What follows belongs to an exercise in optimizing a design on an open flow for small area and a short achievable clock period; a production flow would make more cautious choices.
The RTL was checked by simulation tests, not by an equivalence proof against the original design.
The flow treats the clock pin as an ideal source, which a real chip does not have.

## wip/willow
Design c6288, start of the top module:
module c6288 (clk, reset, N1_wire, N18_wire, N35_wire, N52_wire, N69_wire, N86_wire, N103_wire, N120_wire, N137_wire, N154_wire, N171_wire, N188_wire, N205_wire, N222_wire, N239_wire, N256_wire, N273_wire, N290_wire, N307_wire, N324_wire, N341_wire, N358_wire, N375_wire, N392_wire, N409_wire, N426_wire, N443_wire, N460_wire, N477_wire, N494_wire, N511_wire, N528_wire,
  N545, N1581, N1901, N2223, N2548, N2877, N3211, N3552, N3895, N4241, N4591, N4946, N5308, N5672, N5971, N6123, N6150, N6160, N6170, N6180, N6190, N6200, N6210, N6220, N6230, N6240, N6250, N6260, N6270, N6280, N6288, N6287);
For scale: about 850 cells after synthesis, about 66 I/O pins.
==> flow/config.mk <==
export PLATFORM = sky130hd
export DESIGN_NAME = c6288
export DESIGN_NICKNAME = c6288
export VERILOG_FILES = /design/flow/design.v
export SDC_FILE = /design/flow/constraint.sdc
export NUM_CORES = 4
export LEC_CHECK = 0
export CAP_MARGIN = 20
export CORE_MARGIN = 2
export CORE_UTILIZATION = 40
export CTS_BUF_LIST = sky130_fd_sc_hd__clkbuf_4 sky130_fd_sc_hd__clkbuf_8
export SLEW_MARGIN = 20
export SYNTH_HIERARCHICAL = 1
==> flow/constraint.sdc <==
create_clock -name core_clock -period 14.0 [get_ports {clk}]
set_input_delay 2.8000 -clock core_clock [delete_from_list [all_inputs] [get_ports {clk}]]
set_output_delay 2.8000 -clock core_clock [all_outputs]
set_load 0.01 [all_outputs]
standard.sh (not shown) runs the stock make flow with config.mk's settings and CLKGATE_MAP_FILE= SYNTH_SCRIPT=/design/flow/synth_recipe.tcl, a recipe that flattens the netlist after the stock synthesis.
==> flow/flow/run.sh <==
#!/bin/bash
# Own layout flow, built on the standard flow (standard.sh):
#  1. the standard synthesis;
#  2. every combinational cell set to the smallest size of its footprint
#     (flow/downsize.py); the resizer upsizes where timing needs it;
#  3. the standard flow up to CTS, with extra ORFS make variables from
#     flow/extra.txt (a setup margin, so that repair_timing works towards a
#     short period rather than only the 14 ns clock; port buffers of buf_1);
#  5. the rest of the standard flow (global route, repair, detailed route).
# Each step's full output goes to a log file of its own in the work folder.
set -euo pipefail
mapfile -t EXTRA < <(grep -v '^#' flow/extra.txt | grep .)
RES=orfs/results/$FLOW_PLATFORM/c6288/base
PLAT=$FLOW_HOME/platforms/$FLOW_PLATFORM
bash standard.sh synth > synth.log 2>&1
python3 flow/downsize.py $PLAT/lib/sky130_fd_sc_hd__tt_025C_1v80.lib $RES/1_2_yosys.v > downsize.log 2>&1
rm -f $RES/1_synth.odb $RES/1_synth.sdc
bash standard.sh cts "${EXTRA[@]}" > place_cts.log 2>&1
RES=$RES SKEW_CELLS="$(cat flow/skew_cells.txt)" LAUNCH_GROUPS=$(cat flow/launch_groups.txt) LAUNCH_CELL=sky130_fd_sc_hd__clkbuf_16 LIB=$PLAT/lib/sky130_fd_sc_hd__tt_025C_1v80.lib PLATFORM_DIR=$PLAT \
  openroad -no_init -exit flow/skew.tcl > skew.log 2>&1
bash standard.sh finish "${EXTRA[@]}" > route.log 2>&1
==> flow/flow/extra.txt <==
SETUP_SLACK_MARGIN=9.8
BUFFER_PORTS_ARGS=-buffer_cell sky130_fd_sc_hd__buf_1
TNS_END_PERCENT=0
==> flow/flow/skew.tcl <==
set res $::env(RES)
set cells $::env(SKEW_CELLS)
read_db $res/4_cts.odb
read_liberty $::env(LIB)
read_sdc $res/4_cts.sdc
source $::env(PLATFORM_DIR)/setRC.tcl
set_propagated_clock [all_clocks]
estimate_parasitics -placement
report_clock_skew
set block [ord::get_db_block]
set ng $::env(LAUNCH_GROUPS)
if {$ng > 0} {
  set lst {}
  foreach inst [get_cells {ra* one* two* neg*}] {
    set p [get_pins [get_full_name $inst]/CLK]
    set loc [[sta::sta_to_db_inst $inst] getLocation]
    lappend lst [list [lindex $loc 0] [lindex $loc 1] $p]
  }
  set lst [lsort -integer -index 0 $lst]
  set per [expr {([llength $lst] + $ng - 1) / $ng}]
  for {set g 0} {$g < $ng} {incr g} {
    set sub [lrange $lst [expr {$g*$per}] [expr {$g*$per + $per - 1}]]
    set sx 0; set sy 0; set gp {}
    foreach e $sub { incr sx [lindex $e 0]; incr sy [lindex $e 1]; lappend gp [lindex $e 2] }
    set n [llength $sub]
    insert_buffer -buffer_cell $::env(LAUNCH_CELL) -net clk -load_pins $gp \
      -location [list [expr {$sx/$n/1000.0}] [expr {$sy/$n/1000.0}]] \
      -buffer_name launch_clkbuf_$g -net_name launch_clk_$g -load_pins_on_diff_nets
    puts "launch group $g: $n clock pins"
  }
}
# group rp CLK pins by their clock net
set groups [dict create]
foreach inst [get_cells rp*] {
  set pin [get_pins [get_full_name $inst]/CLK]
  set net [get_full_name [get_nets -of_objects $pin]]
  dict lappend groups $net $pin
}
set block [ord::get_db_block]
set gi 0
foreach net [dict keys $groups] {
  incr gi
  set pins [dict get $groups $net]
  # centroid of the loads
  set sx 0; set sy 0; set n 0
  foreach p $pins {
    set i [sta::sta_to_db_inst [get_cells -of_objects $p]]
    set loc [$i getLocation]
    incr sx [lindex $loc 0]; incr sy [lindex $loc 1]; incr n
  }
  set x [expr {$sx / $n / 1000.0}]; set y [expr {$sy / $n / 1000.0}]
  set curnet $net
  set d 0
  foreach cell $cells {
    incr d
    set bn "rpdly_${gi}_$d"
    insert_buffer -buffer_cell $cell -net $curnet -load_pins $pins -location [list $x $y] -buffer_name $bn -net_name "${bn}_net"
    set curnet [get_full_name [get_nets -of_objects [lindex $pins 0]]]
  }
  puts "net $net: [llength $pins] rp clock pins behind $cells"
}
# remove clock buffers left without loads
set changed 1
while {$changed} {
  set changed 0
  foreach inst [$block getInsts] {
    if {![string match "*clkbuf*" [[$inst getMaster] getName]]} continue
    set out [$inst findITerm X]
    if {$out eq "NULL"} continue
    set net [$out getNet]
    if {$net eq "NULL" || [llength [$net getITerms]] <= 1} {
      puts "remove [$inst getName]"
      odb::dbInst_destroy $inst
      if {$net ne "NULL"} { odb::dbNet_destroy $net }
      set changed 1
      break
    }
  }
}
set_placement_padding -global -left 0 -right 0
detailed_placement
check_placement
estimate_parasitics -placement
report_clock_skew
report_checks -path_delay max -digits 3 -format full_clock_expanded -to [all_outputs]
report_checks -path_delay max -digits 3 -format full_clock_expanded -to [get_pins rp*/D]
report_check_types -max_slew -violators
report_clock_latency
foreach p [get_pins -hierarchical */CLK] { if {[get_property $p slew_max] > 0.11} { puts "slow clock pin [get_full_name $p] [get_property $p slew_max]" } }
write_db $res/4_cts.odb
==> flow/flow/skew_cells.txt <==
sky130_fd_sc_hd__clkbuf_1 sky130_fd_sc_hd__clkbuf_1 sky130_fd_sc_hd__clkbuf_4
Other scripts of this flow, unchanged in this note and not shown: flow/flow/downsize.py
wip/willow closes out successfully: all stages finished, all timing, DRC and antenna checks passed.
[inputs] wip/sierra vs wip/willow
==> flow/flow/extra.txt <==
SETUP_SLACK_MARGIN=9.7
BUFFER_PORTS_ARGS=-buffer_cell sky130_fd_sc_hd__buf_1
TNS_END_PERCENT=0
==> flow/flow/launch_groups.txt (new file) <==
2
==> flow/flow/skew_cells.txt <==
sky130_fd_sc_hd__clkbuf_1 sky130_fd_sc_hd__clkbuf_4
Re setup slack: wip/willow and wip/sierra aren't equal, and the lower value belongs to wip/willow. The signed area change from the synthesized netlist to the final layout in wip/sierra sits 0.27 points above the value recorded for wip/willow. Between wip/willow and wip/sierra, the worst hold slack is higher for wip/willow. Summary of wip/sierra over wip/willow: number of optimization iterations in the first detailed-route pass down 1; multi-input gate share of the layout cell area down 0.28 points; maximum root-to-sink buffer count flat; post-layout minimum cycle time down 100 ps; average routed wire per standard cell up 1.5%. The multi-input logic area of wip/sierra and that of wip/willow are within noise of each other. There was hardly any difference in finished layout cell area between wip/willow and wip/sierra.
Input changes introduced in wip/zinc (baseline for comparison: wip/sierra):
-- flow/flow/run.sh --
<<< wip/sierra, line 17
rm -f $RES/1_synth.odb $RES/1_synth.sdc
bash standard.sh cts "${EXTRA[@]}" > place_cts.log 2>&1
RES=$RES SKEW_CELLS="$(cat flow/skew_cells.txt)" LAUNCH_GROUPS=$(cat flow/launch_groups.txt) LAUNCH_CELL=sky130_fd_sc_hd__clkbuf_16 LIB=$PLAT/lib/sky130_fd_sc_hd__tt_025C_1v80.lib PLATFORM_DIR=$PLAT \
  openroad -no_init -exit flow/skew.tcl > skew.log 2>&1
bash standard.sh finish "${EXTRA[@]}" > route.log 2>&1
>>> wip/zinc, line 17
rm -f $RES/1_synth.odb $RES/1_synth.sdc
bash standard.sh cts "${EXTRA[@]}" > place_cts.log 2>&1
RES=$RES SKEW_CELLS="$(cat flow/skew_cells.txt)" LIB=$PLAT/lib/sky130_fd_sc_hd__tt_025C_1v80.lib PLATFORM_DIR=$PLAT \
  openroad -no_init -exit flow/skew.tcl > skew.log 2>&1
bash standard.sh finish "${EXTRA[@]}" > route.log 2>&1
==> flow/flow/extra.txt <==
SETUP_SLACK_MARGIN=10.1
BUFFER_PORTS_ARGS=-buffer_cell sky130_fd_sc_hd__buf_1
==> flow/flow/skew.tcl <==
set res $::env(RES)
set cells $::env(SKEW_CELLS)
read_db $res/4_cts.odb
read_liberty $::env(LIB)
read_sdc $res/4_cts.sdc
source $::env(PLATFORM_DIR)/setRC.tcl
set_propagated_clock [all_clocks]
estimate_parasitics -placement
report_clock_skew
# group rp CLK pins by their clock net
set groups [dict create]
foreach inst [get_cells rp*] {
  set pin [get_pins [get_full_name $inst]/CLK]
  set net [get_full_name [get_nets -of_objects $pin]]
  dict lappend groups $net $pin
}
set block [ord::get_db_block]
set gi 0
foreach net [dict keys $groups] {
  incr gi
  set pins [dict get $groups $net]
  # centroid of the loads
  set sx 0; set sy 0; set n 0
  foreach p $pins {
    set i [sta::sta_to_db_inst [get_cells -of_objects $p]]
    set loc [$i getLocation]
    incr sx [lindex $loc 0]; incr sy [lindex $loc 1]; incr n
  }
  set x [expr {$sx / $n / 1000.0}]; set y [expr {$sy / $n / 1000.0}]
  set curnet $net
  set d 0
  foreach cell $cells {
    incr d
    set bn "rpdly_${gi}_$d"
    insert_buffer -buffer_cell $cell -net $curnet -load_pins $pins -location [list $x $y] -buffer_name $bn -net_name "${bn}_net"
    set curnet [get_full_name [get_nets -of_objects [lindex $pins 0]]]
  }
  puts "net $net: [llength $pins] rp clock pins behind $cells"
}
set_placement_padding -global -left 0 -right 0
detailed_placement
check_placement
estimate_parasitics -placement
report_clock_skew
report_checks -path_delay max -digits 3 -format full_clock_expanded -to [all_outputs]
report_checks -path_delay max -digits 3 -format full_clock_expanded -to [get_pins rp*/D]
report_check_types -max_slew -violators
write_db $res/4_cts.odb
==> flow/flow/skew_cells.txt <==
sky130_fd_sc_hd__clkbuf_1 sky130_fd_sc_hd__clkbuf_1 sky130_fd_sc_hd__clkbuf_4
removed: flow/flow/launch_groups.txt
--- outcome ---
wip/zinc vs wip/sierra, clock distribution area overhead in the final layout went down by 0.48 points.
Measured against each other, wip/zinc and wip/sierra differ in cell area, the lower figure coming from wip/sierra.
Compared with wip/sierra, wip/zinc shows a higher met1 track demand over resource.
Changes observed in wip/zinc relative to wip/sierra: worst setup slack shrank by 110 ps, fraction of the cycle the final worst path needs grew by 0.75 points, clock buffer count in the final layout grew by 5, global-route usage grew by 0.75 points.
Utilization in wip/zinc vs wip/sierra: up 4.8 points
Against wip/sierra, routed wire length in wip/zinc came out worse.
For wip/lagoon, these inputs were changed with respect to wip/zinc:
==> flow/flow/extra.txt <==
SETUP_SLACK_MARGIN=9.4
BUFFER_PORTS_ARGS=-buffer_cell sky130_fd_sc_hd__buf_1
==> flow/flow/skew_cells.txt <==
sky130_fd_sc_hd__clkbuf_1 sky130_fd_sc_hd__clkbuf_4
[summary]
[compare] base=wip/zinc new=wip/lagoon: final cell count went down 63; average via count per standard cell went down 0.11. Summary of wip/lagoon over wip/zinc: cell area after layout moved down, via count moved down, fraction of final layout cells sized beyond drive strength 1 moved down. Re worst hold slack: wip/lagoon is 82 ps up on wip/zinc. Critical path launch point = rp[18]$_DFF_PP0_: wip/zinc; critical path launch point = ra[12]$_DFF_PP0_: wip/lagoon. Run comparison: wip/lagoon type of the worst setup path register to register; wip/zinc type of the worst setup path register to output pin.
[inputs] wip/cedar vs wip/lagoon
-- flow/flow/run.sh --
<<< wip/lagoon, line 17
rm -f $RES/1_synth.odb $RES/1_synth.sdc
bash standard.sh cts "${EXTRA[@]}" > place_cts.log 2>&1
RES=$RES SKEW_CELLS="$(cat flow/skew_cells.txt)" LIB=$PLAT/lib/sky130_fd_sc_hd__tt_025C_1v80.lib PLATFORM_DIR=$PLAT \
  openroad -no_init -exit flow/skew.tcl > skew.log 2>&1
bash standard.sh finish "${EXTRA[@]}" > route.log 2>&1
>>> wip/cedar, line 17
rm -f $RES/1_synth.odb $RES/1_synth.sdc
bash standard.sh cts "${EXTRA[@]}" > place_cts.log 2>&1
RES=$RES SKEW_CELLS="$(cat flow/skew_cells.txt)" LAUNCH_GROUPS=$(cat flow/launch_groups.txt) LAUNCH_CELL=sky130_fd_sc_hd__clkbuf_16 LIB=$PLAT/lib/sky130_fd_sc_hd__tt_025C_1v80.lib PLATFORM_DIR=$PLAT \
  openroad -no_init -exit flow/skew.tcl > skew.log 2>&1
bash standard.sh finish "${EXTRA[@]}" > route.log 2>&1
==> flow/flow/extra.txt <==
SETUP_SLACK_MARGIN=10.0
BUFFER_PORTS_ARGS=-buffer_cell sky130_fd_sc_hd__buf_1
==> flow/flow/launch_groups.txt (new file) <==
2
-- flow/flow/skew.tcl --
<<< wip/lagoon, line 8
estimate_parasitics -placement
report_clock_skew
# group rp CLK pins by their clock net
set groups [dict create]
>>> wip/cedar, line 8
estimate_parasitics -placement
report_clock_skew
set block [ord::get_db_block]
set ng $::env(LAUNCH_GROUPS)
if {$ng > 0} {
  set lst {}
  foreach inst [get_cells {ra* one* two* neg*}] {
    set p [get_pins [get_full_name $inst]/CLK]
    set loc [[sta::sta_to_db_inst $inst] getLocation]
    lappend lst [list [lindex $loc 0] [lindex $loc 1] $p]
  }
  set lst [lsort -integer -index 0 $lst]
  set per [expr {([llength $lst] + $ng - 1) / $ng}]
  for {set g 0} {$g < $ng} {incr g} {
    set sub [lrange $lst [expr {$g*$per}] [expr {$g*$per + $per - 1}]]
    set sx 0; set sy 0; set gp {}
    foreach e $sub { incr sx [lindex $e 0]; incr sy [lindex $e 1]; lappend gp [lindex $e 2] }
    set n [llength $sub]
    insert_buffer -buffer_cell $::env(LAUNCH_CELL) -net clk -load_pins $gp \
      -location [list [expr {$sx/$n/1000.0}] [expr {$sy/$n/1000.0}]] \
      -buffer_name launch_clkbuf_$g -net_name launch_clk_$g -load_pins_on_diff_nets
    puts "launch group $g: $n clock pins"
  }
}
# group rp CLK pins by their clock net
set groups [dict create]
<<< wip/lagoon, line 38
  puts "net $net: [llength $pins] rp clock pins behind $cells"
}
set_placement_padding -global -left 0 -right 0
detailed_placement
>>> wip/cedar, line 60
  puts "net $net: [llength $pins] rp clock pins behind $cells"
}
# remove clock buffers left without loads
set changed 1
while {$changed} {
  set changed 0
  foreach inst [$block getInsts] {
    if {![string match "*clkbuf*" [[$inst getMaster] getName]]} continue
    set out [$inst findITerm X]
    if {$out eq "NULL"} continue
    set net [$out getNet]
    if {$net eq "NULL" || [llength [$net getITerms]] <= 1} {
      puts "remove [$inst getName]"
      odb::dbInst_destroy $inst
      if {$net ne "NULL"} { odb::dbNet_destroy $net }
      set changed 1
      break
    }
  }
}
set_placement_padding -global -left 0 -right 0
detailed_placement
<<< wip/lagoon, line 46
report_checks -path_delay max -digits 3 -format full_clock_expanded -to [get_pins rp*/D]
report_check_types -max_slew -violators
write_db $res/4_cts.odb
>>> wip/cedar, line 86
report_checks -path_delay max -digits 3 -format full_clock_expanded -to [get_pins rp*/D]
report_check_types -max_slew -violators
report_clock_latency
foreach p [get_pins -hierarchical */CLK] { if {[get_property $p slew_max] > 0.11} { puts "slow clock pin [get_full_name $p] [get_property $p slew_max]" } }
write_db $res/4_cts.odb
==> comparison <==
wip/lagoon reports its timing startpoint of the critical path as ra[12]$_DFF_PP0_ while wip/cedar reports rp[20]$_DFF_PP0_.
wip/cedar against wip/lagoon; number of buffers outside the clock class in the layout is up by more than half.
wip/cedar -> wip/lagoon: final sequential cell count delta 0, exact match
Measured against each other, wip/cedar and wip/lagoon differ in sequential share of layout area, the higher figure coming from wip/lagoon.
In wip/cedar, the half-perimeter wire length of the detailed placement result came out about 0.6% above the value in wip/lagoon.

==> static timing again, ports no longer ideal <==
Ports are ideal in the flow. The routed layouts listed here were re-timed in OpenROAD.
Step 1 (the two cells are an assumption about what drives the block):
set clk [get_ports {clk}]
set_driving_cell -lib_cell sky130_fd_sc_hd__clkbuf_16 $clk
set_driving_cell -lib_cell sky130_fd_sc_hd__buf_2 [delete_from_list [all_inputs] $clk]
Step 2, shift: input delay + t, output delay - t, t = (earliest + latest rising clock arrival at the registers) / 2. This alone moves slack from input paths to output paths.
Three values: ideal, step 1, step 2; two values: the first two.
run | t, ns | setup WS [ns] | latest minus earliest clock arrival (ns) | worst register clock-pin slew, ns
wip/willow | 0.565 | 10.003 / 9.968 / 10.042 | 0.328 / 0.328 | 0.11 / 0.11
wip/sierra | 0.433 | 10.107 / 10.041 / 10.108 | 0.454 / 0.454 | 0.11 / 0.11
wip/zinc | 0.579 | 10.001 / 9.957 / 10.040 | 0.347 / 0.347 | 0.10 / 0.10
wip/lagoon | 0.531 | 9.707 / 9.707 / 9.707 | 0.255 / 0.254 | 0.11 / 0.11
wip/cedar | 0.438 | 10.105 / 10.034 / 10.266 | 0.452 / 0.452 | 0.09 / 0.09
Clock arrivals are far apart in wip/willow, wip/sierra, wip/zinc and wip/cedar, so t is only a midpoint there and step 2 fits no single register.
